What follows belongs to an exercise in optimizing a design on an open flow for small area, a short achievable clock period and few clock cycles; a production flow would make more cautious choices.
In this exercise RTL edits were held to simulation tests only and were not proved equivalent to the original.
Power and IR drop assume default switching activity.

--- flow/flow/run.sh ---
#!/bin/bash
set -uo pipefail
bash standard.sh SETUP_SLACK_MARGIN=7 finish > standard_make.log 2>&1
--- flow/standard.sh ---
#!/bin/bash
# synth_recipe.tcl (not shown) runs the flow's synth.tcl, then flattens the netlist and writes it again
# the make line also repeats each setting of config.mk as NAME=value (left out here)
make -C /OpenROAD-flow-scripts/flow DESIGN_CONFIG=/design/flow/config.mk WORK_HOME=/design/flow/orfs CLKGATE_MAP_FILE= SYNTH_SCRIPT=/design/flow/synth_recipe.tcl "${@:-finish}"
--- flow/config.mk ---
export PLATFORM = sky130hd
export DESIGN_NAME = CHIP
export DESIGN_NICKNAME = CHIP
export VERILOG_FILES = /design/flow/design.v
export SDC_FILE = /design/flow/constraint.sdc
export NUM_CORES = 8
export LEC_CHECK = 0
export CAP_MARGIN = 30
export CORE_MARGIN = 2
export CORE_UTILIZATION = 65
export CTS_CLUSTER_DIAMETER = 100
export CTS_CLUSTER_SIZE = 25
export SLEW_MARGIN = 30
export TNS_END_PERCENT = 5
--- flow/constraint.sdc ---
create_clock -name core_clock -period 11.0 [get_ports {clk}]
set_input_delay 2.2000 -clock core_clock [delete_from_list [all_inputs] [get_ports {clk}]]
set_output_delay 2.2000 -clock core_clock [all_outputs]
set_load 0.01 [all_outputs]
--- flow/design.v ---
module CHIP (	clk,
				rst_n,
				mem_read_D,
				mem_write_D,
				mem_addr_D,
				mem_wdata_D,
				mem_rdata_D,
				mem_ready_D,
				mem_read_I,
				mem_write_I,
				mem_addr_I,
				mem_wdata_I,
				mem_rdata_I,
				mem_ready_I,
				DCACHE_addr,
				DCACHE_wdata,
				DCACHE_wen
			);
	input			clk, rst_n;
	output			mem_read_D;
	output			mem_write_D;
	output	[31:4]	mem_addr_D;
	output	[127:0]	mem_wdata_D;
	input	[127:0]	mem_rdata_D;
	input			mem_ready_D;
	output			mem_read_I;
	output			mem_write_I;
	output	[31:4]	mem_addr_I;
	output	[127:0]	mem_wdata_I;
	input	[127:0]	mem_rdata_I;
	input			mem_ready_I;
	output	[29:0]	DCACHE_addr;
	output	[31:0]	DCACHE_wdata;
	output			DCACHE_wen;
	integer i, n;
	function [31:0] bswap;
		input [31:0] w;
		bswap = {w[7:0], w[15:8], w[23:16], w[31:24]};
	endfunction
	function [27:0] pdec;
		input [31:0] w;
		reg [2:0] t;
		begin
			case (w[6:0])
				7'b0110011: t = 3'd0;
				7'b0010011: t = 3'd1;
				7'b0000011: t = 3'd2;
				7'b0100011: t = 3'd3;
				7'b1100011: t = 3'd4;
				7'b1101111: t = 3'd5;
				7'b1100111: t = 3'd6;
				default:    t = 3'd7;
			endcase
			pdec = {w[31:7], t};
		end
	endfunction
	function [27:0] wsel;
		input [111:0] l;
		input [1:0] w;
		case (w)
			2'd0: wsel = l[27:0];
			2'd1: wsel = l[55:28];
			2'd2: wsel = l[83:56];
			default: wsel = l[111:84];
		endcase
	endfunction
	function [31:0] rev32;
		input [31:0] x;
		integer b;
		for (b = 0; b < 32; b = b + 1) rev32[b] = x[31-b];
	endfunction
	reg  [29:0] pc;                  
	reg         id_v;
	reg  [29:0] id_pc;
	reg  [27:0] id_c;
	reg  [1:0]  id_bc;               
	reg         id_bp;               
	reg         ex_v;
	reg  [31:0] ex_a, ex_b;
	reg  [31:0] ex_bop;              
	reg  [29:0] ex_aux;              
	reg  [4:0]  ex_rd;
	reg  [3:0]  ex_bidx;
	reg         ex_wr, ex_ld, ex_st, ex_br, ex_bne, ex_pred, ex_jr;
	reg         ex_fa_m, ex_fb_m, ex_fbop_m, ex_subm;
	reg         ex_add, ex_sub, ex_slt, ex_xor, ex_or, ex_and, ex_sll, ex_srl, ex_sra, ex_link;
	reg         mem_v;
	reg  [31:0] mem_res, mem_sd;
	reg  [4:0]  mem_rd;
	reg         mem_wr, mem_ld, mem_st;
	reg         wb_v, wb_st;
	reg  [31:0] wb_data, wb_sd;
	reg  [4:0]  wb_rd;
	reg         wb_wr;
	reg  [31:0] rf [1:31];
	wire mem_stall;
	wire id_stall;
	wire redirect_ex;
	wire [29:0] ex_tgt;
	localparam IN = 12;
	reg  [111:0] ic_d [0:IN-1];
	reg  [27:0]  ic_t [0:IN-1];
	reg  [IN-1:0] ic_v;
	reg  [IN-1:0] ic_oh;                
	reg          sb_v;
	reg  [27:0]  sb_line;
	reg  [111:0] sb_d;
	reg          i_req, i_busy, i_fill;
	reg  [27:0]  i_addr;
	reg  [7:0]   btb_v;
	reg  [5:0]   btb_tag [0:7];
	reg  [11:0]  btb_tgt [0:7];
	wire bt_hit = btb_v[pc[2:0]] & (btb_tag[pc[2:0]] == pc[8:3]);
	wire [29:0] bt_pc = {pc[29:12], btb_tgt[pc[2:0]]};
	wire [27:0] f_line = pc[29:2];
	wire [1:0]  f_wd   = pc[1:0];
	wire [IN-1:0] ihv;
	wire [27:0]   iword [0:IN];
	assign iword[0] = 28'd0;
	genvar g;
	generate
		for (g = 0; g < IN; g = g + 1) begin : icl
			assign ihv[g] = ic_v[g] & (ic_t[g] == f_line);
			assign iword[g+1] = iword[g] | ({28{ihv[g]}} & wsel(ic_d[g], f_wd));
		end
	endgenerate
	wire ihit = |ihv;
	wire ihsb = sb_v & (sb_line == f_line);
	wire i_rdy = i_busy & mem_ready_I;
	wire ihby = i_rdy & (i_addr == f_line);
	wire [111:0] i_pd = {pdec(bswap(mem_rdata_I[127:96])), pdec(bswap(mem_rdata_I[95:64])),
	                     pdec(bswap(mem_rdata_I[63:32])),  pdec(bswap(mem_rdata_I[31:0]))};
	wire        f_ok = ihit | ihsb | ihby;
	wire [27:0] f_inst = ihit ? iword[IN] : ihsb ? wsel(sb_d, f_wd) : wsel(i_pd, f_wd);
	wire i_sbuse = ihsb & ~ihit & ~i_fill;
	wire i_free = (~i_req & ~i_busy) | i_rdy;
	wire i_pend = (i_req | i_busy) & (i_addr == f_line);
	wire id_redir_raw;
	wire ex_redir_raw;
	wire want_dem = ~f_ok & ~i_pend & ~id_redir_raw & ~ex_redir_raw;
	wire want_pf  = i_sbuse | ihby;
	assign mem_read_I  = i_req;
	assign mem_write_I = 1'b0;
	assign mem_addr_I  = i_addr;
	assign mem_wdata_I = 128'd0;
	always @(posedge clk) begin
		if (!rst_n) begin
			i_req  <= 1'b0;
			i_busy <= 1'b0;
			i_fill <= 1'b0;
			sb_v   <= 1'b0;
			ic_v   <= {IN{1'b0}};
			ic_oh  <= {{IN-1{1'b0}}, 1'b1};
		end else begin
			i_req  <= i_free & (want_dem | want_pf);
			i_fill <= i_sbuse & ~i_rdy;
			if (i_req) i_busy <= 1'b1;
			else if (i_rdy) i_busy <= 1'b0;
			if (i_rdy) sb_v <= 1'b1;
			if (i_fill) begin
				ic_v  <= ic_v | ic_oh;
				ic_oh <= {ic_oh[IN-2:0], ic_oh[IN-1]};
			end
		end
	end
	always @(posedge clk) begin
		if (i_free) i_addr <= f_ok ? f_line + 28'd1 : f_line;
		if (i_rdy) begin
			sb_line <= i_addr;
			sb_d    <= i_pd;
		end
		for (i = 0; i < IN; i = i + 1)
			if (i_fill & ic_oh[i]) begin
				ic_d[i] <= sb_d;
				ic_t[i] <= sb_line;
			end
	end
	wire [31:0] I = {id_c[27:3], 7'd0};
	wire [2:0]  id_t = id_c[2:0];
	wire isR  = (id_t == 3'd0);
	wire isI  = (id_t == 3'd1);
	wire isL  = (id_t == 3'd2);
	wire isS  = (id_t == 3'd3);
	wire isB  = (id_t == 3'd4);
	wire isJ  = (id_t == 3'd5);
	wire isJR = (id_t == 3'd6);
	wire [4:0] rd  = I[11:7];
	wire [4:0] rs1 = I[19:15];
	wire [4:0] rs2 = I[24:20];
	wire [2:0] f3  = I[14:12];
	wire b30 = I[30];
	wire [31:0] immI = {{20{I[31]}}, I[31:20]};
	wire [31:0] immS = {{20{I[31]}}, I[31:25], I[11:7]};
	wire [29:0] immB = {{19{I[31]}}, I[31], I[7], I[30:25], I[11:9]};       
	wire [29:0] immJ = {{11{I[31]}}, I[31], I[19:12], I[20], I[30:22]};     
	wire use1 = isR | isI | isL | isS | isB | isJR;
	wire use2 = isR | isS | isB;
	wire id_wr = (isR | isI | isL | isJ | isJR) & (rd != 5'd0);
	reg  [1:0] bht [0:15];
	wire pred_t = isB & (I[31] ? (id_bc != 2'd0) : id_bc[1]);
	wire [29:0] id_imm = isJ ? immJ : immB;
	wire [29:0] id_tgt = id_pc + id_imm;
	wire [29:0] id_pc1 = id_pc + 30'd1;
	assign id_stall = id_v & ex_v & ex_ld & ex_wr &
	                  ((use1 & (ex_rd == rs1)) | (use2 & (ex_rd == rs2)));
	wire want_redir = isJ | pred_t;
	wire [11:0] sa_r = pc[11:0] ^ id_pc[11:0] ^ id_imm[11:0];
	wire [11:0] sa_k = (id_pc[11:0] & id_imm[11:0]) | ((id_pc[11:0] | id_imm[11:0]) & sa_r);
	wire lo_ok = ~sa_r[0] & (sa_r[11:1] == sa_k[10:0]);
	wire bp_ok = lo_ok & (sa_k[11] ? (&id_imm[29:12]) : ~(|id_imm[29:12]));
	assign id_redir_raw = id_v & (want_redir ? ~(id_bp & bp_ok) : id_bp);
	wire [29:0] id_npc = want_redir ? id_tgt : id_pc1;
	wire redirect_id = id_redir_raw & ~id_stall & ~mem_stall & ~redirect_ex;
	wire btb_we = id_v & (want_redir | id_bp);
	wire wb_we = wb_v & wb_wr;
	wire [31:0] rf1 = (rs1 == 5'd0) ? 32'd0 : (wb_we & (wb_rd == rs1)) ? wb_data : rf[rs1];
	wire [31:0] rf2 = (rs2 == 5'd0) ? 32'd0 : (wb_we & (wb_rd == rs2)) ? wb_data : rf[rs2];
	wire fa_m = ex_v & ex_wr & (ex_rd == rs1);
	wire fa_w = mem_v & mem_wr & (mem_rd == rs1);
	wire fb_m = ex_v & ex_wr & (ex_rd == rs2);
	wire fb_w = mem_v & mem_wr & (mem_rd == rs2);
	wire [31:0] mem_fwd;
	wire [31:0] opa  = fa_w ? mem_fwd : rf1;
	wire [31:0] rs2v = fb_w ? mem_fwd : rf2;
	wire id_useimm = isI | isL | isS | isJR;
	wire id_sub = (isR & b30 & (f3 == 3'd0)) | ((isR | isI) & (f3 == 3'd2));
	wire [31:0] opb = id_useimm ? (isS ? immS : immI) : rs2v;
	wire [31:0] A  = ex_fa_m ? mem_res : ex_a;
	wire [31:0] R2 = ex_fb_m ? mem_res : ex_b;
	wire [31:0] Bx = ex_fbop_m ? (mem_res ^ {32{ex_subm}}) : ex_bop;
	wire [31:0] sum = A + Bx + {31'd0, ex_subm};
	wire slt = (A[31] == Bx[31]) ? A[31] : sum[31];
	wire [4:0] shamt = Bx[4:0];
	wire [31:0] shin = ex_sll ? rev32(A) : A;
	wire signed [32:0] shx = {ex_sra & A[31], shin};
	wire signed [32:0] shr = shx >>> shamt;
	wire [31:0] shres = ex_sll ? rev32(shr[31:0]) : shr[31:0];
	wire [31:0] ex_res = ({32{ex_add | ex_sub}} & sum) |
	                     {31'd0, ex_slt & slt} |
	                     ({32{ex_xor}} & (A ^ Bx)) |
	                     ({32{ex_or}}  & (A | Bx)) |
	                     ({32{ex_and}} & (A & Bx)) |
	                     ({32{ex_sll | ex_srl | ex_sra}} & shres) |
	                     ({32{ex_link}} & {ex_aux, 2'b00});
	wire eq = (A == R2);
	wire taken = ex_bne ? ~eq : eq;
	wire [31:0] jt = A + ex_bop;        
	assign ex_redir_raw = ex_v & ((ex_br & (taken ^ ex_pred)) | ex_jr);
	assign redirect_ex = ex_redir_raw & ~mem_stall;
	assign ex_tgt = ex_jr ? jt[31:2] : ex_aux;
	localparam DN = 8;
	reg  [127:0] dc_d [0:DN-1];
	reg  [27:0]  dc_t [0:DN-1];
	reg  [DN-1:0] dc_v, dc_dt;
	reg  [DN-1:0] dc_oh;                
	reg          d_rreq, d_wreq, d_isw, d_busy, d_rdpend;
	reg  [27:0]  d_addr;
	reg          wbf_v;
	reg  [27:0]  wbf_addr;
	reg  [127:0] wbf_d;
	wire [27:0] d_line = mem_res[31:4];
	wire [1:0]  d_wd   = mem_res[3:2];
	wire [DN-1:0] dh;
	wire [31:0]   dword [0:DN];
	assign dword[0] = 32'd0;
	generate
		for (g = 0; g < DN; g = g + 1) begin : dcl
			assign dh[g] = dc_v[g] & (dc_t[g] == d_line);
			assign dword[g+1] = dword[g] | ({32{dh[g]}} & dc_d[g][d_wd*32 +: 32]);
		end
	endgenerate
	wire dhit = |dh;
	wire dacc = mem_v & (mem_ld | mem_st);
	wire dmiss = dacc & ~dhit;
	wire d_req = d_rreq | d_wreq;
	wire d_rdy = d_busy & mem_ready_D;
	wire d_fill = d_rdy & ~d_isw;
	wire d_free = (~d_req & ~d_busy) | d_rdy;
	wire wbf_done = d_rdy & d_isw;
	wire d_vdirty = |(dc_v & dc_dt & dc_oh);
	wire [127:0] vdat [0:DN];
	wire [27:0]  vtag [0:DN];
	assign vdat[0] = 128'd0;
	assign vtag[0] = 28'd0;
	generate
		for (g = 0; g < DN; g = g + 1) begin : vsel
			assign vdat[g+1] = vdat[g] | ({128{dc_oh[g]}} & dc_d[g]);
			assign vtag[g+1] = vtag[g] | ({28{dc_oh[g]}} & dc_t[g]);
		end
	endgenerate
	wire d_can = ~d_rdpend & d_free & ~(wbf_v & ~wbf_done);
	wire d_issue_rd = dmiss & d_can;
	wire d_issue_wr = ~d_issue_rd & d_free & wbf_v & ~wbf_done;
	reg          ps_v;
	reg  [1:0]   ps_wd;
	reg  [31:0]  ps_data;
	wire st_go = dmiss & mem_st & d_can;
	wire serve_ld = d_fill & ~ps_v;
	wire st_hit = mem_v & mem_st & dhit;
	wire st_wait = d_fill & ps_v & st_hit;
	assign mem_stall = (dmiss & ~serve_ld & ~st_go) | st_wait;
	wire st_do = st_hit & ~st_wait;
	wire [31:0] ld_word = bswap(serve_ld ? mem_rdata_D[d_wd*32 +: 32] : dword[DN]);
	assign mem_fwd = mem_ld ? ld_word : mem_res;
	assign mem_read_D  = d_rreq;
	assign mem_write_D = d_wreq;
	assign mem_addr_D  = d_addr;
	assign mem_wdata_D = wbf_d;
	wire [31:0] st_word = bswap(mem_sd);
	always @(posedge clk) begin
		if (!rst_n) begin
			d_rreq   <= 1'b0;
			d_wreq   <= 1'b0;
			d_busy   <= 1'b0;
			d_rdpend <= 1'b0;
			wbf_v    <= 1'b0;
			ps_v     <= 1'b0;
			dc_v     <= {DN{1'b0}};
			dc_oh    <= {{DN-1{1'b0}}, 1'b1};
		end else begin
			d_rreq <= d_issue_rd;
			d_wreq <= d_issue_wr;
			if (d_req) d_busy <= 1'b1;
			else if (d_rdy) d_busy <= 1'b0;
			if (d_issue_rd) begin
				d_rdpend <= 1'b1;
				dc_v <= dc_v & ~dc_oh;          
				if (d_vdirty) wbf_v <= 1'b1;
				else if (wbf_done) wbf_v <= 1'b0;
			end else if (wbf_done) wbf_v <= 1'b0;
			if (st_go) ps_v <= 1'b1;
			if (d_fill) begin
				d_rdpend <= 1'b0;
				ps_v <= 1'b0;
				dc_v  <= dc_v | dc_oh;
				dc_oh <= {dc_oh[DN-2:0], dc_oh[DN-1]};
			end
			for (i = 0; i < DN; i = i + 1)
				if (d_fill & dc_oh[i]) dc_dt[i] <= ps_v;
				else if (st_do & dh[i]) dc_dt[i] <= 1'b1;
		end
	end
	always @(posedge clk) begin
		if (st_go) begin
			ps_wd   <= d_wd;
			ps_data <= st_word;
		end
		if (d_issue_rd) begin
			d_isw    <= 1'b0;
			d_addr   <= d_line;
			wbf_d    <= vdat[DN];
			wbf_addr <= vtag[DN];
		end else if (d_issue_wr) begin
			d_isw  <= 1'b1;
			d_addr <= wbf_addr;
		end
		for (n = 0; n < DN; n = n + 1)
			if (d_fill & dc_oh[n]) dc_t[n] <= d_addr;
	end
	wire [127:0] dc_win;
	generate
		for (g = 0; g < 4; g = g + 1) begin : dwb
			assign dc_win[g*32 +: 32] = ~d_fill ? st_word :
			                            (ps_v & (ps_wd == g)) ? ps_data : mem_rdata_D[g*32 +: 32];
		end
	endgenerate
	always @(posedge clk)
		for (i = 0; i < DN*4; i = i + 1)
			if ((d_fill & dc_oh[i/4]) | (st_do & dh[i/4] & (d_wd == i%4)))
				dc_d[i/4][(i%4)*32 +: 32] <= dc_win[(i%4)*32 +: 32];
	always @(posedge clk) begin
		if (!rst_n) btb_v <= 8'd0;
		else if (btb_we) btb_v[id_pc[2:0]] <= want_redir;
	end
	always @(posedge clk)
		if (btb_we) begin
			btb_tag[id_pc[2:0]] <= id_pc[8:3];
			btb_tgt[id_pc[2:0]] <= id_tgt[11:0];
		end
	wire [1:0] bc = bht[ex_bidx];
	always @(posedge clk) begin
		if (!rst_n) begin
			for (n = 0; n < 16; n = n + 1) bht[n] <= 2'd1;
		end else if (ex_v & ex_br & ~mem_stall) begin
			if (taken) bht[ex_bidx] <= (bc == 2'd3) ? 2'd3 : bc + 2'd1;
			else       bht[ex_bidx] <= (bc == 2'd0) ? 2'd0 : bc - 2'd1;
		end
	end
	wire adv_id = ~mem_stall & ~id_stall;
	always @(posedge clk) begin
		if (!rst_n) begin
			pc    <= 30'd1;
			id_v  <= 1'b0;
			ex_v  <= 1'b0;
			mem_v <= 1'b0;
			wb_v  <= 1'b0;
			wb_st <= 1'b0;
		end else begin
			if (redirect_ex) pc <= ex_tgt;
			else if (adv_id) begin
				if (redirect_id) pc <= id_npc;
				else if (f_ok) pc <= bt_hit ? bt_pc : pc + 30'd1;
			end
			if (redirect_ex) id_v <= 1'b0;
			else if (adv_id) id_v <= f_ok & ~redirect_id;
			if (~mem_stall) begin
				ex_v  <= id_v & ~id_stall & ~redirect_ex;
				mem_v <= ex_v;
			end
			wb_v  <= mem_v & ~mem_stall;
			wb_st <= mem_v & mem_st & ~mem_stall;
		end
	end
	always @(posedge clk) begin
		if (adv_id) begin
			id_c  <= f_inst;
			id_pc <= pc;
			id_bc <= bht[pc[3:0]];
			id_bp <= bt_hit;
		end
		if (~mem_stall) begin
			ex_a    <= opa;
			ex_b    <= rs2v;
			ex_bop  <= opb ^ {32{id_sub}};
			ex_subm <= id_sub;
			ex_fbop_m <= fb_m & isR;
			ex_aux  <= (isB & ~pred_t) ? id_tgt : id_pc1;
			ex_rd   <= rd;
			ex_wr   <= id_wr;
			ex_ld   <= isL;
			ex_st   <= isS;
			ex_br   <= isB;
			ex_bne  <= f3[0];
			ex_pred <= pred_t;
			ex_bidx <= id_pc[3:0];
			ex_jr   <= isJR;
			ex_fa_m <= fa_m & use1;
			ex_fb_m <= fb_m & use2;
			ex_add  <= ((isR & ~b30 | isI) & (f3 == 3'd0)) | isL | isS;
			ex_sub  <= isR & b30 & (f3 == 3'd0);
			ex_slt  <= (isR | isI) & (f3 == 3'd2);
			ex_xor  <= (isR | isI) & (f3 == 3'd4);
			ex_or   <= (isR | isI) & (f3 == 3'd6);
			ex_and  <= (isR | isI) & (f3 == 3'd7);
			ex_sll  <= (isR | isI) & (f3 == 3'd1);
			ex_srl  <= (isR | isI) & (f3 == 3'd5) & ~b30;
			ex_sra  <= (isR | isI) & (f3 == 3'd5) & b30;
			ex_link <= isJ | isJR;
			mem_res <= ex_res;
			mem_sd  <= R2;
			mem_rd  <= ex_rd;
			mem_wr  <= ex_wr;
			mem_ld  <= ex_ld;
			mem_st  <= ex_st;
		end
		wb_data <= mem_fwd;
		wb_sd   <= st_word;
		wb_rd   <= mem_rd;
		wb_wr   <= mem_wr;
		if (wb_we) rf[wb_rd] <= wb_data;
	end
	assign DCACHE_wen   = wb_st;
	assign DCACHE_addr  = wb_data[31:2];
	assign DCACHE_wdata = wb_sd;
endmodule
==> results.txt, run 1 <==
* Clock-pin slew on the worst setup and hold paths at 0.10 ns
* Worst Path Arrival at 5.35 ns
* Final critical-path share of the clock period at 42.1%
* Crit path launch type: flip-flop
* Shortest period the worst path allows at 4.63 ns
* End of the critical path: ex_bop[26]$_DFFE_PN_
* Nets at 15200
* Synth Cell Area at 221000 um^2
* Worst-Margin Slew at 1.14 ns
* CTS root buffer: clkbuf_16
* RSZ-0062 raised after global routing: yes
* Clk sink count at 4960
* GPL Wtd Cong at 1.03
* Largest net degree at the start of global routing at 198
* Comb pwr share at 10.7%
* Max Slew Vio Count at 0
* Setup TNS at 0 ns
* Psw at 0.00844 W
* CP Cell Sequence: buf_4 -> xnor2_1 -> nand4_1 -> nor4_1 -> buf_4 -> nand2_1 -> inv_2 -> buf_8 -> a221oi_1 -> buf_4 -> nand4_1 -> a31o_2 -> o2bb2ai_1 -> o211ai_1
* CP Max Fanout at 33
* Cell-internal power at 0.0263 W
* Status: timing/DRC/antenna clean
* Crit. Startpoint: mem_res[21]$_DFFE_PN_
* DR vias at 149000
* Critical Path Stages at 14
* Gr usage total at 43.2%
* Num rows at 214
* #FFs+latches synth at 4960
* Top-area cell type share of the netlist area at 64.9%
* Top-count cell post-synth: edfxtp_1
* Core ar. at 339000 um^2
* Fraction of layout cells with a size suffix above 1 at 16.0%
* Cell accounting for the most synthesized area: edfxtp_1
* Sequential-to-total area share from yosys stat at 66.6%
* R2R Path End: ex_bop[26]$_DFFE_PN_
* Synth unique cells at 107
* R2r setup slk at 6.37 ns
* CTS tree: built
* Critical-path top delay cell: edfxtp_1
* Slew headroom at 23.1%
* Vias in the first global route at 141000
* Synth Warn # at 5
* First-pass GRT wire length at 1060000 um
* WL/cell at 39.3 um
* CP required at 11.72 ns
* Crit path kind: reg -> reg
* Synth Flop Type: edfxtp_1
* Die area at 345000 um^2
* Total gr overflow at 0
* Number of synthesized flops with an enable pin at 4779
* Buffers & Inverters on Critical Path at 5
* Die Y at 587 um
* Post-route antenna net violation count at 0
* Max incr delay on CP at 0.59 ns
* Initial core utilization at 65.2%
* DRT iter0 DRCs at 29200
* Hold_buf cts at 0
* Final WL at 767000 um
* Sw Ratio at 24.3%
* Share of flip-flops with an asynchronous set or reset at 0%
* Post-DR vias/cell at 7.66
* R2R depth at 14
* Sequential Power Share at 60.9%
* Max VDD drop at 0.172 mV
* Antenna violations before repair at 52
* Port Buf Inserts at 509
* P_leak at 79.0 nW
* Power Density at 143 nW/um^2
* IO Pins at 639
* Pre-antenna DRT Iters at 14
* # setup viols final at 0
* Worst R2R Start: mem_res[21]$_DFFE_PN_
* Finished Core Util at 71.9%
* Top post-synthesis cells by area: edfxtp_1, mux4_2, a22oi_1, xnor2_1, a222oi_1
* Detailed Place HPWL at 459000 um
* CP delay by family, top: compound AO/OA/AOI/OAI gates
* Area grow syn2layout at 10.3%
* H-tree levels at 4
* Worst-Skew Late Latency at 1.06 ns
* Clk pwr share at 28.4%
* Register area at 147000 um^2
* Layout fillers at 21300
* Area occupied by multi-input gates at 70700 um^2
* Top cell by count, worst path: buf_4
* Hold path startpoint: mem_wr$_DFFE_PN_
* CTS max path bufs at 4
* Endpoint class of the critical path: flip-flop
* Most frequent cells after synthesis: edfxtp_1, nand2_1, mux4_2, nor2_1, clkbuf_1
* Inserted Clock Buffers at 226
* Min-Delay Path Class: reg -> reg
* Die Width at 587 um
* Final hold vios at 0
* DRC Markers at 0
* Maxcap violations at 0
* Syn avg cell area at 15.3 um^2
* Clk_skew at 0.0843 ns
* FMAX at 216 MHz
* Syn Inst Count at 14500
## through the flow
| stage | instances | hold slack, ns | setup slack [ns] | area [um^2] | power [W] |
|---|---|---|---|---|---|
| floorplan | 14600 | 0.348 | 4.03 | 221000 | 0.0236 |
| global route | 19500 | 0.432 | 6.48 | 244000 | 0.0354 |
| detailed placement | 18800 | 0.389 | 3.88 | 231000 | 0.0249 |
| finish | 19500 | 0.419 | 6.37 | 244000 | 0.0347 |
| CTS | 19400 | 0.422 | 6.68 | 242000 | 0.0345 |
| global placement | 18800 | 0.401 | 3.96 | 231000 | 0.0248 |
## layout make-up
cell class	count	share of cell area, %
Sequential cell	4960	60.4
Inverter	199	0.333
Clock buffer	362	2.55
Tap cell	4536	2.33
Multi-Input combinational cell	8186	29.0
Antenna cell	25	0.0257
Clock inverter	25	0.138
Timing Repair Buffer	1221	5.25
## logic make-up after synthesis
kind of cell | count (synthesis) | synth area share (%)
flops | 4960 | 66.6
buf+inv | 1455 | 2.86
fa+ha+maj | 144 | 0.817
compound gates | 3269 | 10.4
mux | 1174 | 10.4
simple gates | 2572 | 5.34
other cells | 1 | 0.00170
xor+xnor | 893 | 3.57
## power by group through the flow
stage / Clock [W] / Sequential (W) / Combinational (W)
after floorplan: 0 / 0.0214 / 0.00221
after global placement: 0 / 0.0216 / 0.00324
after detailed placement: 0 / 0.0216 / 0.00328
after CTS: 0.00984 / 0.0211 / 0.00350
after global routing: 0.0104 / 0.0212 / 0.00384
final: 0.00988 / 0.0212 / 0.00371
## layer usage
| layer | wire length [um] | vias up | GRT usage (%) |
|---|---|---|---|
| met5 | 476 | - | 0.429 |
| met4 | 48600 | 44 | 21.1 |
| met1 | 259000 | 74500 | 59.4 |
| li1 | - | 58500 | - |
| met3 | 129000 | 2489 | 15.2 |
| met2 | 329000 | 14000 | 62.0 |
## placed cells by master (no fill, tap or decap), types with 68 or more instances in the layout
master,n
buf_4,493
clkdlybuf4s50_1,448
a22oi_1,701
edfxtp_1,4779
mux2i_1,208
nor4_1,101
xor2_1,363
inv_1,170
mux4_2,891
xnor2_1,500
a21oi_1,634
clkbuf_1,133
buf_12,72
nand2_1,913
o21ai_0,385
nor2_1,727
conb_1,129
o22ai_1,91
nand4_1,328
clkbuf_16,242
nand3_1,88
o221ai_1,68
a222oi_1,393
a211oi_1,216
dfxtp_1,146
a31oi_1,142
ha_1,111
## state kept, by name, summed over array words and instances (netlist names), 30 cells and up, named ones only
signal	count
dc_d	1024
rf	992
ex_bop	32
sb_d	112
ex_aux	30
btb_tgt	96
ex_a	32
id_pc	30
dc_t	224
wb_sd	32
ic_d	1344
bht	32
mem_sd	32
pc	30
ex_b	32
btb_tag	48
mem_res	32
wbf_d	128
ic_t	336
ps_data	32
wb_data	32
## how the worst min path moves through the flow
stage / slack (ns) / endpoint / depth (start not counted)
6_report: 0.42 / wb_wr$_DFF_P_ / 0
5_1_grt: 0.43 / wb_wr$_DFF_P_ / 0
4_1_cts: 0.42 / wb_wr$_DFF_P_ / 0
3_5_place_dp: 0.39 / wb_wr$_DFF_P_ / 0
3_3_place_gp: 0.40 / wb_wr$_DFF_P_ / 0
2_1_floorplan: 0.35 / wb_wr$_DFF_P_ / 0
## timing repair
action,4_1_cts,5_1_grt
setup endpoints to repair,3191,1835
gates cloned,21,16
resized for setup,489,236
pin swaps,64,82
setup buffers,207,76
Testbench counts, summed over its fixed seeds: cycles 153,981.
==> run 2, diff against run 1 <==
--- a/flow/design.v
+++ b/flow/design.v
@@ -102,6 +102,9 @@
 	reg  [27:0]  ic_t [0:IN-1];
 	reg  [IN-1:0] ic_v;
 	reg  [IN-1:0] ic_oh;                
+	reg  [IN-1:0] ic_ref;               
+	wire [IN-1:0] ic_vic, ic_skp;       
+	clockpick #(IN) u_icp (.p(ic_oh), .used(ic_ref), .v(ic_vic), .skip(ic_skp));
 	reg          sb_v;
 	reg  [27:0]  sb_line;
 	reg  [111:0] sb_d;
@@ -151,6 +154,7 @@
 			sb_v   <= 1'b0;
 			ic_v   <= {IN{1'b0}};
 			ic_oh  <= {{IN-1{1'b0}}, 1'b1};
+			ic_ref <= {IN{1'b0}};
 		end else begin
 			i_req  <= i_free & (want_dem | want_pf);
 			i_fill <= i_sbuse & ~i_rdy;
@@ -158,9 +162,11 @@
 			else if (i_rdy) i_busy <= 1'b0;
 			if (i_rdy) sb_v <= 1'b1;
 			if (i_fill) begin
-				ic_v  <= ic_v | ic_oh;
-				ic_oh <= {ic_oh[IN-2:0], ic_oh[IN-1]};
+				ic_v  <= ic_v | ic_vic;
+				ic_oh <= {ic_vic[IN-2:0], ic_vic[IN-1]};
 			end
+			ic_ref <= (ic_ref & ~(i_fill ? (ic_skp | ic_vic) : {IN{1'b0}}))
+			        | (ihv & ~(i_fill ? ic_vic : {IN{1'b0}}));
 		end
 	end
 	always @(posedge clk) begin
@@ -170,7 +176,7 @@
 			sb_d    <= i_pd;
 		end
 		for (i = 0; i < IN; i = i + 1)
-			if (i_fill & ic_oh[i]) begin
+			if (i_fill & ic_vic[i]) begin
 				ic_d[i] <= sb_d;
 				ic_t[i] <= sb_line;
 			end
@@ -253,6 +259,9 @@
 	reg  [27:0]  dc_t [0:DN-1];
 	reg  [DN-1:0] dc_v, dc_dt;
 	reg  [DN-1:0] dc_oh;                
+	reg  [DN-1:0] dc_ref;               
+	wire [DN-1:0] dc_vic, dc_skp;
+	clockpick #(DN) u_dcp (.p(dc_oh), .used(dc_ref), .v(dc_vic), .skip(dc_skp));
 	reg          d_rreq, d_wreq, d_isw, d_busy, d_rdpend;
 	reg  [27:0]  d_addr;
 	reg          wbf_v;
@@ -277,15 +286,15 @@
 	wire d_fill = d_rdy & ~d_isw;
 	wire d_free = (~d_req & ~d_busy) | d_rdy;
 	wire wbf_done = d_rdy & d_isw;
-	wire d_vdirty = |(dc_v & dc_dt & dc_oh);
+	wire d_vdirty = |(dc_v & dc_dt & dc_vic);
 	wire [127:0] vdat [0:DN];
 	wire [27:0]  vtag [0:DN];
 	assign vdat[0] = 128'd0;
 	assign vtag[0] = 28'd0;
 	generate
 		for (g = 0; g < DN; g = g + 1) begin : vsel
-			assign vdat[g+1] = vdat[g] | ({128{dc_oh[g]}} & dc_d[g]);
-			assign vtag[g+1] = vtag[g] | ({28{dc_oh[g]}} & dc_t[g]);
+			assign vdat[g+1] = vdat[g] | ({128{dc_vic[g]}} & dc_d[g]);
+			assign vtag[g+1] = vtag[g] | ({28{dc_vic[g]}} & dc_t[g]);
 		end
 	endgenerate
 	wire d_can = ~d_rdpend & d_free & ~(wbf_v & ~wbf_done);
@@ -317,6 +326,7 @@
 			ps_v     <= 1'b0;
 			dc_v     <= {DN{1'b0}};
 			dc_oh    <= {{DN-1{1'b0}}, 1'b1};
+			dc_ref   <= {DN{1'b0}};
 		end else begin
 			d_rreq <= d_issue_rd;
 			d_wreq <= d_issue_wr;
@@ -324,7 +334,8 @@
 			else if (d_rdy) d_busy <= 1'b0;
 			if (d_issue_rd) begin
 				d_rdpend <= 1'b1;
-				dc_v <= dc_v & ~dc_oh;          
+				dc_v <= dc_v & ~dc_vic;         
+				dc_oh <= dc_vic;                
 				if (d_vdirty) wbf_v <= 1'b1;
 				else if (wbf_done) wbf_v <= 1'b0;
 			end else if (wbf_done) wbf_v <= 1'b0;
@@ -335,6 +346,8 @@
 				dc_v  <= dc_v | dc_oh;
 				dc_oh <= {dc_oh[DN-2:0], dc_oh[DN-1]};
 			end
+			dc_ref <= (dc_ref & ~(d_issue_rd ? (dc_skp | dc_vic) : {DN{1'b0}}))
+			        | ((dacc & ~d_rdpend ? dh : {DN{1'b0}}) & ~(d_issue_rd ? dc_vic : {DN{1'b0}}));
 			for (i = 0; i < DN; i = i + 1)
 				if (d_fill & dc_oh[i]) dc_dt[i] <= ps_v;
 				else if (st_do & dh[i]) dc_dt[i] <= 1'b1;
@@ -463,3 +476,15 @@
 	assign DCACHE_addr  = wb_data[31:2];
 	assign DCACHE_wdata = wb_sd;
 endmodule
+module clockpick #(parameter N = 8) (p, used, v, skip);
+	input  [N-1:0] p, used;
+	output [N-1:0] v, skip;
+	wire [2*N-1:0] c2 = {~used, ~used};
+	wire [2*N-1:0] p2 = {{N{1'b0}}, p};
+	wire [2*N-1:0] m  = c2 & ~(p2 - 1'b1);
+	wire [2*N-1:0] f  = m & (~m + 1'b1);
+	wire [2*N-1:0] s2 = f - p2;
+	wire none = ~|(~used);
+	assign v    = none ? p : (f[N-1:0] | f[2*N-1:N]);
+	assign skip = none ? used : (s2[N-1:0] | s2[2*N-1:N]);
+endmodule
--- a/flow/config.mk
+++ b/flow/config.mk
@@ -7,7 +7,7 @@
 export LEC_CHECK = 0
 export CAP_MARGIN = 30
 export CORE_MARGIN = 2
-export CORE_UTILIZATION = 65
+export CORE_UTILIZATION = 60
 export CTS_CLUSTER_DIAMETER = 100
 export CTS_CLUSTER_SIZE = 25
 export SLEW_MARGIN = 30
==> results.txt, run 2 <==
* Status: timing/DRC/antenna clean
* Vias in the first global route at 145000
* Pre-antenna DRT Iters at 17
* Setup TNS at 0 ns
* Fraction of layout cells with a size suffix above 1 at 17.8%
* Hold depth at 0
* Buffers & Inverters on Critical Path at 1
* Inserted Clock Buffers at 228
* Critical-path top delay cell: clkdlybuf4s50_1
* Power Density at 141 nW/um^2
* Num rows at 224
* RSZ-0062 raised after global routing: yes
* Port Buf Inserts at 509
* R2r setup slk at 6.73 ns
* Final WL at 824000 um
* CP required at 8.80 ns
* P_leak at 81.0 nW
* Share of flip-flops with an asynchronous set or reset at 0%
* Initial core utilization at 60.2%
* Total gr overflow at 0
* Clock-pin slew on the worst setup and hold paths at 0.10 ns
* Final hold vios at 0
* Syn Inst Count at 14900
* Layout fillers at 25400
* Largest Register: ic_d
* Core ar. at 372000 um^2
* Synth Warn # at 5
* H-tree levels at 4
* Top post-synthesis cells by area: edfxtp_1, mux4_2, a222oi_1, xnor2_1, nand2_1
* Max VDD drop at 0.185 mV
* CTS tree: built
* CP delay by family, top: buffers and inverters
* Syn avg cell area at 15.0 um^2
* DR vias at 156000
* Crit path launch type: flip-flop
* R2R depth at 14
* IO Pins at 639
* Shortest period the worst path allows at 4.31 ns
* CP Max Fanout at 1
* DP Area at 234000 um^2
* Largest register FFs at 1344
* Max incr delay on CP at 0.60 ns
* Post-route antenna net violation count at 0
* Critical Path Stages at 1
* Largest net degree at the start of global routing at 201
* Maxcap violations at 0
* Tot Pwr at 0.0355 W
* # setup viols final at 0
* R2R Path End: mem_res[14]$_DFFE_PN_
* Top-area cell type share of the netlist area at 64.2%
* GPL Wtd Cong at 0.996
* Synth Cell Area at 224000 um^2
* Number of synthesized flops with an enable pin at 4779
* Area grow syn2layout at 12.5%
* Post-DR vias/cell at 7.56
* Worst-Margin Slew at 1.14 ns
* WL/cell at 40.0 um
* Worst-Skew Late Latency at 1.04 ns
* CTS root buffer: clkbuf_16
* Final critical-path share of the clock period at 39.1%
* Most common cell after layout, fill and taps aside: edfxtp_1
* Die Width at 614 um
* Nets at 15900
* Fin area at 252000 um^2
* #FFs+latches synth at 4980
* Antenna violations before repair at 64
* Worst Path Arrival at 2.11 ns
* Sequential-to-total area share from yosys stat at 66.0%
* CTS max path bufs at 4
* Clk_skew at 0.0827 ns
* First-pass GRT wire length at 1110000 um
* DRC Markers at 0
* Clk sink count at 4980
* Min-Delay Path Class: reg -> reg
* Hold Path End: mem_st$_DFFE_PN_
* Hold path startpoint: ex_st$_DFFE_PN_
* Hold_buf cts at 0
* Die Y at 614 um
* Crit path kind: reg -> out
* Die area at 378000 um^2
* Cell accounting for the most synthesized area: edfxtp_1
* Top-count cell post-synth: edfxtp_1
* Worst R2R Start: ex_subm$_DFFE_PN_
* CP Cell Sequence: clkdlybuf4s50_1
* Slew headroom at 24.0%
* Most frequent cells after synthesis: edfxtp_1, nand2_1, nor2_1, mux4_2, a21oi_1
* Gr usage total at 41.7%
* Top Registers: ic_d (1344), dc_d (1024), rf (992)
* Synth unique cells at 107
* Max Slew Vio Count at 0
* Synth Flop Type: edfxtp_1
* Detailed Place HPWL at 483000 um
* FMAX at 232 MHz
* DRT iter0 DRCs at 30600
* Most frequent cells in the layout: edfxtp_1, nand2_1, mux4_2, nor2_1, a222oi_1
* Endpoint class of the critical path: output pin
[run 2: cell count changes after synthesis, moves of 35 or more]
cell	change
nand2_1	+270
nand3_1	+52
o21ai_0	-89
nor2_1	+136
inv_1	+35
a222oi_1	+311
a21oi_1	+112
o22ai_1	+86
a22oi_1	-631
xnor2_1	+189
xor2_1	-170
[run 2: layer usage]
| metal | GRT usage [%] | vias up | part of all wire (%) |
|---|---|---|---|
| li1 | - | 60700 | - |
| met1 | 56.9 | 78400 | 35 |
| met2 | 60.3 | 13900 | 43 |
| met3 | 14.3 | 2633 | 16 |
| met4 | 20.4 | 66 | 6.4 |
| met5 | 0 | - | 0.062 |
[run 2: cells by family after synthesis]
kind of cell,after synthesis,synth area share (%)
adder cells (fa/ha/maj),169,0.948
buffers and inverters,1508,2.94
flip-flops,4980,66.0
AO/OA/AOI/OAI,3083,9.99
other,1,0.00168
multiplexers,1191,10.3
AND/OR/NAND/NOR,3089,6.24
XOR/XNOR,907,3.55
[run 2: repair_timing]
| action | CTS | global route |
|---|---|---|
| resized for setup | 722 | 494 |
| pin swaps | 79 | 164 |
| gates cloned | 44 | 41 |
| setup endpoints to repair | 4039 | 3193 |
| hold endpoints to repair | 0 | 0 |
| setup buffers | 220 | 211 |
[run 2: how the worst max path moves through the flow]
stage | from | to | slack [ns]
3_3_place_gp | mem_ready_D | flip-flop | 3.49
6_report | wb_sd[25]$_DFF_P_ | DCACHE_wdata[25] | 6.69
3_5_place_dp | mem_ready_D | pc[1]$_SDFFE_PN0P_ | 3.36
2_1_floorplan | ic_oh[0]$_SDFFE_PN1P_ | ic_ref[2]$_SDFF_PN0_ | 5.73
4_1_cts | i_addr[22]$_DFFE_PP_ | mem_addr_I[26] | 6.76
5_1_grt | ex_fa_m$_DFFE_PN_ | pc[29]$_SDFFE_PN0P_ | 6.67
[run 2: final cells by class]
class / count / area (um^2) / area share (%)
diodes: 46 / 115 / 0.0458
well taps: 4972 / 6220 / 2.47
flip-flops and latches: 4980 / 148000 / 58.7
repair inverters: 3 / 25.0 / 0.00995
inverters: 237 / 1030 / 0.408
repair buffers: 1421 / 15900 / 6.32
clock buffers: 324 / 6120 / 2.43
clock inverters: 32 / 447 / 0.178
multi-input cells: 8592 / 74000 / 29.4
[run 2: report_power, final]
part	switching (W)	total [W]	internal [W]	leakage, nW
combinational	0.00248	0.00423	0.00175	32.3
sequential	0.000371	0.0213	0.0209	45.6
clock	0.00599	0.00994	0.00395	3.15
total	0.00883	0.0355	0.0266	81.0
[run 2: metrics by stage]
step	worst slack (ns)	hold WS (ns)	utilization [%]	cells
after floorplan	5.73	0.348	-	15100
after CTS	6.76	0.441	66.3	20300
after global routing	6.67	0.447	67.6	20600
final	6.69	0.448	67.7	20600
after detailed placement	3.36	0.402	63.1	19700
after global placement	3.49	0.412	63.0	19700
Testbench counts of run 2, summed over its fixed seeds: cycles 152,651.
==> run 3, diff against run 2 <==
--- a/flow/config.mk
+++ b/flow/config.mk
@@ -7,7 +7,7 @@
 export LEC_CHECK = 0
 export CAP_MARGIN = 30
 export CORE_MARGIN = 2
-export CORE_UTILIZATION = 60
+export CORE_UTILIZATION = 55
 export CTS_CLUSTER_DIAMETER = 100
 export CTS_CLUSTER_SIZE = 25
 export SLEW_MARGIN = 30
==> results.txt, run 3 <==
* Worst-Skew Late Latency at 1.06 ns
* Sequential-to-total area share from yosys stat at 66.0%
* Final critical-path share of the clock period at 40.2%
* # setup viols final at 0
* GPL Wtd Cong at 1.00
* IO Pins at 639
* H-tree levels at 4
* Max incr delay on CP at 0.71 ns
* Sw Ratio at 25.1%
* Largest Register: ic_d
* Crit path kind: reg -> reg
* #FFs+latches synth at 4980
* Top Registers: ic_d (1344), dc_d (1024), rf (992)
* Worst R2R Start: mem_res[19]$_DFFE_PN_
* Core ar. at 406000 um^2
* Sequential Power Share at 59.6%
* Fraction of layout cells with a size suffix above 1 at 18.7%
* Die Width at 642 um
* Setup TNS at 0 ns
* Top post-synthesis cells by area: edfxtp_1, mux4_2, a222oi_1, xnor2_1, nand2_1
* Pre-antenna DRT Iters at 14
* Worst Path Arrival at 5.16 ns
* Top-area cell type share of the netlist area at 64.2%
* Number of synthesized flops with an enable pin at 4779
* Post-DR vias/cell at 7.30
* Vias in the first global route at 145000
* Buffers & Inverters on Critical Path at 6
* Total gr overflow at 0
* Maxcap violations at 0
* Worst-Margin Slew at 1.23 ns
* DRC Markers at 0
* Psw at 0.00896 W
* DP Area at 235000 um^2
* Comb pwr share at 11.9%
* End of the critical path: ex_bop[16]$_DFFE_PN_
* CTS root buffer: clkbuf_16
* Fin area at 254000 um^2
* Crit path launch type: flip-flop
* Endpoint class of the critical path: flip-flop
* Syn Inst Count at 14900
* Top cell by count, worst path: buf_6
* Num rows at 234
* Die Y at 642 um
* CP Max Fanout at 6
* Nets at 16000
* Max VDD drop at 0.160 mV
* Shortest period the worst path allows at 4.43 ns
* Clock-pin slew on the worst setup and hold paths at 0.10 ns
* First-pass GRT wire length at 1140000 um
* Final WL at 850000 um
* Clk_skew at 0.0678 ns
* CP Cell Sequence: buf_6 -> buf_6 -> xnor2_1 -> nand4_1 -> nor4_2 -> buf_6 -> and2_4 -> buf_12 -> buf_6 -> buf_16 -> a32o_2 -> a221oi_4 -> nand4_1 -> a31o_4 -> o2bb2ai_4 -> nand2_1 -> o211ai_1
* Detailed Place HPWL at 495000 um
* Cell accounting for the most synthesized area: edfxtp_1
* Clk pwr share at 28.5%
* Pre-CTS setup slack at 4.06 ns
* Syn avg cell area at 15.0 um^2
* RSZ-0062 raised after global routing: yes
* Port Buf Inserts at 509
* Initial core utilization at 55.1%
* Antenna violations before repair at 80
* R2R Path End: ex_bop[16]$_DFFE_PN_
* Post-route antenna net violation count at 0
* Min Hold Slack at 0.458 ns
* CTS max path bufs at 4
* Most common cell after layout, fill and taps aside: edfxtp_1
* FMAX at 226 MHz
* Largest register FFs at 1344
* Final hold vios at 0
* Inserted Clock Buffers at 230
* CTS tree: built
* DRT iter0 DRCs at 28700
* Max Slew Vio Count at 0
* WL/cell at 40.2 um
* Share of flip-flops with an asynchronous set or reset at 0%
* Synth Cell Area at 224000 um^2
* Crit. Startpoint: mem_res[19]$_DFFE_PN_
* Hold_buf cts at 0
* Final WS setup at 6.57 ns
* Power Density at 141 nW/um^2
* Synth Warn # at 5
* Gr usage total at 39.6%
* Top-count cell post-synth: edfxtp_1
* Most frequent cells in the layout: edfxtp_1, nand2_1, mux4_2, nor2_1, a222oi_1
* Status: timing/DRC/antenna clean
* DR vias at 155000
* R2r setup slk at 6.57 ns
* Tot Pwr at 0.0357 W
* Clk sink count at 4980
* Die area at 412000 um^2
* Synth Flop Type: edfxtp_1
* Min-Delay Path Class: reg -> reg
* R2R depth at 17
* Critical Path Stages at 17
* Slew headroom at 18.2%
* Synth unique cells at 107
* Critical-path top delay cell: nand4_1
* P_leak at 81.8 nW
* CP delay by family, top: compound AO/OA/AOI/OAI gates
* Largest net degree at the start of global routing at 163
* CP required at 11.74 ns
* Area grow syn2layout at 13.4%
* Most frequent cells after synthesis: edfxtp_1, nand2_1, nor2_1, mux4_2, a21oi_1
* Cell-internal power at 0.0268 W
## run 3: cell counts after synthesis
Identical to the previous run, type by type.
## run 3: what timing repair did
action                     in CTS  in global routing
setup buffers                 315                174
pin swaps                     129                118
setup endpoints to repair    4347               2538
cloned                         56                 34
resized for setup             989                319
## run 3: cell families (layout without fill, tap and decap cells)
family | after synthesis | in the layout | synth area share, %
adders and majority gates | 169 | 170 | 0.948
buffers and inverters | 1508 | 2114 | 2.94
xor gates and xnor gates | 907 | 907 | 3.55
other | 1 | 178 | 0.00168
and+or+nand+nor | 3089 | 3099 | 6.24
AOI/OAI and AO/OA | 3083 | 3098 | 9.99
DFF | 4980 | 4980 | 66.0
muxes | 1191 | 1191 | 10.3
## run 3: power by group through the flow
stage	sequential, W	combinational (W)	clock, W
detailed placement	0.0217	0.00357	0
floorplan	0.0215	0.00231	0
finish	0.0213	0.00426	0.0102
global route	0.0213	0.00439	0.0108
CTS	0.0213	0.00391	0.0102
global placement	0.0217	0.00355	0
## run 3: tightest hold or removal path, stage by stage (launching register included)
cell and delay (ns):
dfxtp_1 0.32, nand2_1 0.05, a21oi_1 0.05
## run 3: stage by stage
step	util (%)	instances
finish	62.5	21200
global route	62.5	21100
CTS	61.6	20900
detailed placement	58.0	20200
global placement	58.0	20200
floorplan	-	15100
## run 3: final cells by class
cell class | count | area (um^2)
Inverter | 237 | 1080
Sequential cell | 4980 | 148000
Multi-Input combinational cell | 8594 | 74300
Clock buffer | 334 | 6200
Antenna cell | 49 | 123
Fill cell | 29700 | 152000
Tap cell | 5428 | 6790
Timing Repair Buffer | 1501 | 16900
Clock inverter | 37 | 504
Timing Repair inverter | 5 | 50.0
## run 3: worst min-delay path by stage
stage | from | endpoint | cells past startpoint
after global routing | mem_wr$_DFFE_PN_ | wb_wr$_DFF_P_ | 0
after floorplan | mem_wr$_DFFE_PN_ | wb_wr$_DFF_P_ | 0
after detailed placement | mem_wr$_DFFE_PN_ | wb_wr$_DFF_P_ | 0
after CTS | btb_v[5]$_SDFFE_PN0P_ | btb_v[5]$_SDFFE_PN0P_ | 2
after global placement | mem_wr$_DFFE_PN_ | wb_wr$_DFF_P_ | 0
final | btb_v[5]$_SDFFE_PN0P_ | btb_v[5]$_SDFFE_PN0P_ | 2
## run 3: routing by layer
| layer | vias to the layer above | global-route usage, % | part of all wire [%] |
|---|---|---|---|
| met3 | 2337 | 11.5 | 15 |
| met4 | 44 | 18.3 | 5.8 |
| met1 | 78600 | 54.8 | 36 |
| met2 | 12700 | 58.3 | 44 |
| li1 | 60900 | - | - |
| met5 | - | 0 | 0.038 |
==> run 4, diff against run 3 <==
--- a/flow/config.mk
+++ b/flow/config.mk
@@ -7,8 +7,8 @@
 export LEC_CHECK = 0
 export CAP_MARGIN = 30
 export CORE_MARGIN = 2
-export CORE_UTILIZATION = 55
+export CORE_UTILIZATION = 60
 export CTS_CLUSTER_DIAMETER = 100
 export CTS_CLUSTER_SIZE = 25
 export SLEW_MARGIN = 30
-export TNS_END_PERCENT = 5
+export TNS_END_PERCENT = 0
==> results.txt, run 4 <==
* Num rows at 224
* # setup viols final at 0
* Endpoint class of the critical path: flip-flop
* Clk sink count at 4980
* Number of synthesized flops with an enable pin at 4779
* Max incr delay on CP at 0.62 ns
* CP delay by family, top: buffers and inverters
* Layout fillers at 25800
* Buffers & Inverters on Critical Path at 2
* Worst Path Arrival at 5.33 ns
* CP required at 11.73 ns
* Slew headroom at 20.3%
* Top-area cell type share of the netlist area at 64.2%
* Hold depth at 0
* Shortest period the worst path allows at 4.60 ns
* Hold path startpoint: pc[17]$_SDFFE_PN0P_
* Worst-Margin Slew at 1.18 ns
* Clk_skew at 0.0857 ns
* CP Cell Sequence: dlygate4sd2_1 -> nand2_2 -> or3_4 -> buf_4 -> nand4_1 -> a31o_2 -> o2bb2ai_1 -> mux2_2 -> xnor2_1
* Min-Delay Path Class: reg -> reg
* DRC Markers at 0
* Pre-antenna DRT Iters at 17
* P_leak at 78.4 nW
* Maxcap violations at 0
* R2r setup slk at 6.41 ns
* Inserted Clock Buffers at 226
* GR Layer Usage met1 at 56.5%
* Detailed Place HPWL at 492000 um
* Grt met3 use at 14.0%
* Gr usage total at 41.4%
* CTS root buffer: clkbuf_16
* First-pass GRT wire length at 1110000 um
* Fraction of layout cells with a size suffix above 1 at 15.0%
* Met2 usage at 60.0%
* CTS tree: built
* DRT iter0 DRCs at 29000
* Hold Path End: id_pc[17]$_DFFE_PP_
* Critical-path top delay cell: buf_4
* Final hold vios at 0
* IO Pins at 639
* Top Registers: ic_d (1344), dc_d (1024), rf (992)
* Synth Flop Type: edfxtp_1
* Area grow syn2layout at 10.1%
* WL/cell at 39.5 um
* Initial core utilization at 60.2%
* Nets at 15600
* Status: timing/DRC/antenna clean
* CP Max Fanout at 34
* Setup TNS at 0 ns
* Largest register FFs at 1344
* Worst R2R Start: mem_res[19]$_DFFE_PN_
* Cell accounting for the most synthesized area: edfxtp_1
* Crit path launch type: input port
* Die Y at 614 um
* R2R Path End: ex_bop[27]$_DFFE_PN_
* #FFs+latches synth at 4980
* Largest Register: ic_d
* Clock-pin slew on the worst setup and hold paths at 0.10 ns
* Top post-synthesis cells by area: edfxtp_1, mux4_2, a222oi_1, xnor2_1, nand2_1
* Post-DR vias/cell at 7.50
* DR vias at 152000
* Vias in the first global route at 144000
* RSZ-0062 raised after global routing: yes
* H-tree levels at 4
* Final critical-path share of the clock period at 41.8%
* Most frequent cells after synthesis: edfxtp_1, nand2_1, nor2_1, mux4_2, a21oi_1
* Max VDD drop at 0.183 mV
* Final WL at 802000 um
* Top-count cell post-synth: edfxtp_1
* R2R depth at 12
* FMAX at 217 MHz
* Finished Core Util at 66.3%
* Worst-Skew Late Latency at 1.04 ns
* Most frequent cells in the layout: edfxtp_1, nand2_1, mux4_2, nor2_1, a21oi_1
* Sequential-to-total area share from yosys stat at 66.0%
* CTS max path bufs at 4
* GRT Max-Usage Layer: met2
* Antenna violations before repair at 51
* Largest net degree at the start of global routing at 194
* Most common cell after layout, fill and taps aside: edfxtp_1
* Core ar. at 372000 um^2
* GPL Wtd Cong at 1.02
* Die Width at 614 um
* Power Density at 142 nW/um^2
* Synth unique cells at 107
* Total gr overflow at 0
* Syn avg cell area at 15.0 um^2
* Syn Inst Count at 14900
* Post-route antenna net violation count at 0
* Crit path kind: in -> reg
* Synth Warn # at 5
* Synth Cell Area at 224000 um^2
* Share of flip-flops with an asynchronous set or reset at 0%
* Max Slew Vio Count at 0
* Die area at 378000 um^2
* Port Buf Inserts at 509
==> run 4: cell families (layout without fill, tap and decap cells) <==
logic type	count (synthesis)	in the layout	share of synthesized area [%]
fa+ha+maj	169	169	0.948
other cells	1	168	0.00168
compound gates	3083	3094	9.99
buf+inv	1508	1720	2.94
flops	4980	4980	66.0
simple gates	3089	3093	6.24
xor+xnor	907	907	3.55
mux	1191	1191	10.3
==> run 4: what timing repair did <==
item,in CTS,in global routing
resized for setup,420,172
hold buffers,0,0
endpoints found under the setup margin,4726,4036
cloned,25,7
pin swaps,23,29
buffers inserted,97,58
==> run 4: per-layer routing <==
metal | wire length, um | vias to the layer above
li1 | - | 60000
met1 | 282000 | 77000
met2 | 348000 | 12900
met3 | 123000 | 2336
met4 | 48300 | 36
met5 | 269 | -
==> run 4: report_power, final <==
group          switching, W  total [W]  internal [W]  leakage, nW
Combinational       0.00234    0.00390       0.00156         29.8
Sequential         0.000371     0.0213        0.0209         45.6
Clock               0.00595    0.00987       0.00391         3.10
==> run 4: area by class of cell <==
class,count,area [um^2],area share (%)
Antenna cell,39,97.6,0.0396
Inverter,237,977,0.397
Multi-Input combinational cell,8583,72600,29.5
Timing Repair Buffer,1129,12200,4.95
Clock inverter,25,443,0.180
Timing Repair inverter,1,8.76,0.00356
Sequential cell,4980,148000,60.0
Clock buffer,328,6080,2.47
Tap cell,4972,6220,2.53
==> run 4: worst max-delay path by stage <==
stage          slack (ns)  depth (start not counted)             startpoint                endpoint
2_1_floorplan        5.73                         13  ic_oh[0]$_SDFFE_PN1P_    ic_ref[2]$_SDFF_PN0_
4_1_cts              6.55                          2    wb_data[24]$_DFF_P_         DCACHE_addr[22]
5_1_grt              6.49                         17      ex_subm$_DFFE_PN_   mem_res[10]$_DFFE_PN_
3_5_place_dp         4.25                         10            mem_ready_D  dc_d[3][116]$_DFFE_PP_
3_3_place_gp         4.35                         10            mem_ready_D  dc_d[3][116]$_DFFE_PP_
6_report             6.40                          9            mem_ready_D     ex_bop[5]$_DFFE_PN_
==> run 4: through the flow <==
step                instance area, um^2  setup WS [ns]  power, W  instances  hold slack (ns)
finish                           246000           6.40    0.0351      20300            0.450
global route                     246000           6.49    0.0358      20300            0.461
CTS                              244000           6.55    0.0348      20200            0.441
detailed placement               235000           4.25    0.0253      19700            0.414
global placement                 234000           4.35    0.0252      19700            0.410
floorplan                        225000           5.73    0.0238      15100            0.348
==> run 5, diff against run 4 <==
==> flow/flow/run.sh (replaced) <==
#!/bin/bash
set -uo pipefail
bash standard.sh SETUP_SLACK_MARGIN=6.8 finish > standard_make.log 2>&1
--- a/flow/config.mk
+++ b/flow/config.mk
@@ -11,4 +11,4 @@
 export CTS_CLUSTER_DIAMETER = 100
 export CTS_CLUSTER_SIZE = 25
 export SLEW_MARGIN = 30
-export TNS_END_PERCENT = 0
+export TNS_END_PERCENT = 5
==> results.txt, run 5 <==
* Clk_skew at 0.0827 ns
* Max incr delay on CP at 0.81 ns
* Largest register FFs at 1344
* Total gr overflow at 0
* Core ar. at 372000 um^2
* CP Max Fanout at 41
* Syn avg cell area at 15.0 um^2
* Non-Filler Instances at 20400
* Die area at 378000 um^2
* Shortest period the worst path allows at 4.74 ns
* Top-count cell post-synth: edfxtp_1
* Vias in the first global route at 144000
* Share of flip-flops with an asynchronous set or reset at 0%
* Crit path kind: in -> reg
* Inserted Clock Buffers at 228
* Critical-path top delay cell: nand4_1
* Syn Inst Count at 14900
* Die Width at 614 um
* Cell accounting for the most synthesized area: edfxtp_1
* Detailed Place HPWL at 483000 um
* Comb pwr share at 11.3%
* FMAX at 211 MHz
* Final hold vios at 0
* DRT iter0 DRCs at 29200
* Antenna violations before repair at 61
* Pre-antenna DRT Iters at 14
* Cell-internal power at 0.0265 W
* Hold_buf cts at 0
* Synth Cell Area at 224000 um^2
* Synth Warn # at 5
* Power Density at 142 nW/um^2
* First-pass GRT wire length at 1100000 um
* Final critical-path share of the clock period at 43.1%
* Top post-synthesis cells by area: edfxtp_1, mux4_2, a222oi_1, xnor2_1, nand2_1
* Number of synthesized flops with an enable pin at 4779
* P_leak at 78.8 nW
* CP required at 11.73 ns
* Worst-Margin Slew at 1.20 ns
* Sequential Power Share at 60.6%
* Die Y at 614 um
* H-tree levels at 4
* Min Hold Slack at 0.447 ns
* Final WL at 804000 um
* Endpoint class of the critical path: flip-flop
* Initial core utilization at 60.2%
* Sw Ratio at 24.7%
* Setup TNS at 0 ns
* WL/cell at 39.5 um
* Synth Flop Type: edfxtp_1
* Clk pwr share at 28.1%
* CTS root buffer: clkbuf_16
* Crit path launch type: input port
* Clk sink count at 4980
* Pre-CTS setup slack at 3.36 ns
* DR vias at 153000
* Post-DR vias/cell at 7.51
* Psw at 0.00869 W
* Nets at 15600
* Clock-pin slew on the worst setup and hold paths at 0.10 ns
* Worst-Skew Late Latency at 1.03 ns
* Maxcap violations at 0
* Port Buf Inserts at 509
* Post-route antenna net violation count at 0
* Sequential-to-total area share from yosys stat at 66.0%
* Num rows at 224
* CP Cell Sequence: clkdlybuf4s15_2 -> nand2_4 -> or3_2 -> buf_8 -> nand4_1 -> a31o_2 -> o2bb2ai_1 -> nand2_1 -> o211ai_1
* Min-Delay Path Class: reg -> reg
* IO Pins at 639
* Top-area cell type share of the netlist area at 64.2%
* CP delay by family, top: simple AND/OR/NAND/NOR gates
* DRC Markers at 0
* CTS max path bufs at 4
* RSZ-0062 raised after global routing: yes
* Most frequent cells after synthesis: edfxtp_1, nand2_1, nor2_1, mux4_2, a21oi_1
* Fraction of layout cells with a size suffix above 1 at 15.4%
* Max VDD drop at 0.186 mV
* Top Registers: ic_d (1344), dc_d (1024), rf (992)
* Worst Path Arrival at 5.47 ns
* Max Slew Vio Count at 0
* # setup viols final at 0
* #FFs+latches synth at 4980
* Most common cell after layout, fill and taps aside: edfxtp_1
* CTS tree: built
* Slew headroom at 19.7%
* Largest Register: ic_d
* GPL Wtd Cong at 0.996
* Cell count after placement at 19700
* Gr usage total at 41.3%
* Final WS setup at 6.26 ns
* Most frequent cells in the layout: edfxtp_1, nand2_1, mux4_2, nor2_1, a21oi_1
* Area grow syn2layout at 10.5%
* Synth unique cells at 107
* DP Area at 234000 um^2
* Largest net degree at the start of global routing at 201
* Status: timing/DRC/antenna clean
* Fin area at 247000 um^2
* Buffers & Inverters on Critical Path at 2
run 5: cell count changes in the layout (fill, tap and decap cells not counted), moves of 8 or more:
cell      previous run  this run
buf_4              393       426
buf_12              88        71
diode_2             39        52
a221oi_1            41        53
buf_6               60        70
a221oi_2            11         2
buf_8               32        41
inv_1              221       213
xnor2_1            693       685
run 5: power by group through the flow:
| stage | combinational, W | clock [W] | sequential, W |
|---|---|---|---|
| final | 0.00398 | 0.00990 | 0.0213 |
| after global routing | 0.00410 | 0.0105 | 0.0213 |
| after CTS | 0.00376 | 0.00991 | 0.0213 |
| after detailed placement | 0.00354 | 0 | 0.0217 |
| after global placement | 0.00350 | 0 | 0.0217 |
| after floorplan | 0.00231 | 0 | 0.0215 |
run 5: worst paths after layout:
kind                         from              endpoint  slack (ns)  cells after the start
max                   mem_ready_D  ex_bop[16]$_DFFE_PN_        6.26                      9
min               ex_st$_DFFE_PN_      mem_st$_DFFE_PN_        0.45                      0
max reg2reg  mem_res[8]$_DFFE_PN_   ex_bop[0]$_DFFE_PN_        6.48                     14
min reg2reg       ex_st$_DFFE_PN_      mem_st$_DFFE_PN_        0.45                      0
run 5: per-stage QoR:
step	total power, W	util (%)
5_1_grt	0.0359	66.4
6_report	0.0352	66.5
3_3_place_gp	0.0252	63.0
4_1_cts	0.0349	65.9
3_5_place_dp	0.0253	63.1
2_1_floorplan	0.0238	-
run 5: logic make-up (layout without fill, tap and decap cells):
family	count (synthesis)	count (layout)	synth area share [%]
fa+ha+maj	169	169	0.948
buf+inv	1508	1766	2.94
compound gates	3083	3095	9.99
simple gates	3089	3097	6.24
other cells	1	181	0.00168
flops	4980	4980	66.0
xor+xnor	907	907	3.55
mux	1191	1191	10.3
run 5: cell type report:
cell class,count,area (um^2)
repair inverters,2,16.3
inverters,237,991
well taps,4972,6220
repair buffers,1171,12600
clock inverters,32,447
flip-flops and latches,4980,148000
clock buffers,324,6120
fillers,25800,125000
multi-input cells,8588,72900
diodes,52,130
run 5: metal layers:
| metal | vias to the layer above | track usage [%] | wire [um] |
|---|---|---|---|
| met4 | 44 | 20.0 | 47800 |
| met2 | 13200 | 59.7 | 349000 |
| met3 | 2262 | 13.6 | 124000 |
| met1 | 77200 | 56.8 | 282000 |
| li1 | 60200 | - | - |
| met5 | - | 0.177 | 481 |
run 5: timing repair:
item / CTS / global route
gates resized for setup: 467 / 237
endpoints found under the setup margin: 3272 / 2368
pin swaps: 56 / 43
gates cloned: 34 / 10
buffers inserted: 152 / 65
==> run 6, diff against run 5 <==
==> flow/flow/run.sh (replaced) <==
#!/bin/bash
set -uo pipefail
bash standard.sh SETUP_SLACK_MARGIN=7.3 finish > standard_make.log 2>&1
==> results.txt, run 6 <==
* DRC Markers at 0
* Hold path startpoint: ex_st$_DFFE_PN_
* Final hold vios at 0
* Fraction of layout cells with a size suffix above 1 at 19.5%
* Syn Inst Count at 14900
* Initial core utilization at 60.2%
* Num rows at 224
* Crit path kind: in -> reg
* Die Y at 614 um
* Setup TNS at 0 ns
* Top Registers: ic_d (1344), dc_d (1024), rf (992)
* CP required at 11.62 ns
* Detailed Place HPWL at 483000 um
* Number of synthesized flops with an enable pin at 4779
* IO Pins at 639
* Gr usage total at 42.6%
* Crit. Startpoint: mem_ready_D
* Max VDD drop at 0.185 mV
* Power Density at 139 nW/um^2
* Hold depth at 0
* CTS tree: built
* RSZ-0062 raised after global routing: yes
* Total gr overflow at 0
* Non-Filler Instances at 20800
* Vias in the first global route at 147000
* FMAX at 232 MHz
* Worst-Margin Slew at 1.16 ns
* Core ar. at 372000 um^2
* Pre-antenna DRT Iters at 20
* Syn avg cell area at 15.0 um^2
* Synth Cell Area at 224000 um^2
* Post-route antenna net violation count at 0
* Final critical-path share of the clock period at 39.2%
* Largest net degree at the start of global routing at 157
* Shortest period the worst path allows at 4.31 ns
* CTS max path bufs at 4
* Final WL at 844000 um
* Synth unique cells at 107
* Inserted Clock Buffers at 228
* Max Slew Vio Count at 0
* Top cell by count, worst path: a21oi_1
* R2R depth at 15
* DR vias at 158000
* WL/cell at 40.5 um
* Sequential-to-total area share from yosys stat at 66.0%
* CP Cell Sequence: buf_2 -> nand2_4 -> nor2_4 -> buf_16 -> a21oi_1 -> a21oi_1 -> a21oi_4 -> buf_4
* Status: timing/DRC/antenna clean
* First-pass GRT wire length at 1130000 um
* Max incr delay on CP at 0.90 ns
* Post-DR vias/cell at 7.56
* Most frequent cells after synthesis: edfxtp_1, nand2_1, nor2_1, mux4_2, a21oi_1
* Clock-pin slew on the worst setup and hold paths at 0.10 ns
* Synth Warn # at 5
* Clk_skew at 0.0817 ns
* Worst R2R Start: mem_res[19]$_DFFE_PN_
* Maxcap violations at 0
* H-tree levels at 4
* Cell count after placement at 19700
* Area grow syn2layout at 14.1%
* DP Area at 234000 um^2
* P_leak at 83.0 nW
* Port Buf Inserts at 509
* Die Width at 614 um
* Clk sink count at 4980
* R2R Path End: ex_bop[11]$_DFFE_PN_
* Most frequent cells in the layout: edfxtp_1, nand2_1, mux4_2, nor2_1, buf_4
* Min-Delay Path Class: reg -> reg
* Die area at 378000 um^2
* Synth Flop Type: edfxtp_1
* Fin area at 255000 um^2
* Top-count cell post-synth: edfxtp_1
==> run 6: cell counts after synthesis <==
No cell type changed its count.
==> run 6: critical path, delay by kind of cell <==
family / cells / cell delay, ns
buf+inv: 3 / 1.27
compound gates: 3 / 1.21
simple gates: 2 / 0.18
==> run 6: worst max path at each step <==
stage	to	cells past startpoint	slack [ns]
after floorplan	ic_ref[2]$_SDFF_PN0_	13	5.73
after global placement	flip-flop	15	3.49
after detailed placement	pc[1]$_SDFFE_PN0P_	15	3.36
after CTS	pc[25]$_SDFFE_PN0P_	17	6.88
after global routing	ex_bop[10]$_DFFE_PN_	10	6.74
final	dc_d[0][44]$_DFFE_PP_	8	6.69
==> run 6: cell type report <==
type | count | area (um^2) | share of cell area [%]
timing repair buffer | 1647 | 19100 | 7.47
multi-input combinational | 8594 | 74300 | 29.1
timing repair inverter | 5 | 45.0 | 0.0177
inverter | 237 | 1040 | 0.410
clock inverter | 32 | 447 | 0.175
tap | 4972 | 6220 | 2.44
antenna | 43 | 108 | 0.0422
sequential | 4980 | 148000 | 57.9
clock buffer | 324 | 6120 | 2.40
==> run 6: timing repair <==
action                                  4_1_cts  5_1_grt
pin swaps                                   161      133
resized for setup                          1158      374
buffers inserted                            361      251
cloned                                       74       62
endpoints found under the setup margin     5334     3623
hold buffers                                  0        0
==> run 6: metrics by stage <==
| step | setup WS [ns] | utilization [%] | total power (W) |
|---|---|---|---|
| after global routing | 6.74 | 68.6 | 0.0362 |
| after floorplan | 5.73 | - | 0.0238 |
| final | 6.69 | 68.6 | 0.0355 |
| after detailed placement | 3.36 | 63.1 | 0.0253 |
| after global placement | 3.49 | 63.0 | 0.0252 |
| after CTS | 6.88 | 67.2 | 0.0352 |
==> run 6: cell families after synthesis <==
logic type / after synthesis / synth area share [%]
AOI/OAI and AO/OA: 3083 / 9.99
xor gates and xnor gates: 907 / 3.55
adders and majority gates: 169 / 0.948
buffers and inverters: 1508 / 2.94
DFF: 4980 / 66.0
muxes: 1191 / 10.3
other: 1 / 0.00168
and+or+nand+nor: 3089 / 6.24
==> run 6: power breakdown <==
part           switching, W  total, W  internal, W
Sequential         0.000363    0.0213       0.0209
Clock               0.00598   0.00993      0.00395
Combinational       0.00250   0.00426      0.00177
==> run 6: metal layers <==
layer	GRT usage, %	share of wire (%)	vias up
met5	0.379	0.13	-
met4	21.8	7.0	88
met3	14.5	16	2902
met2	61.2	42	14400
met1	58.0	34	79000
li1	-	-	61200

Check on run 6: ideal ports give 6.688 ns setup slack; a clkbuf_16 on the clock port and buf_2 on the inputs give 6.686 ns; moving port delays by the midpoint clock arrival (1.122 ns) as well gives 5.660 ns.
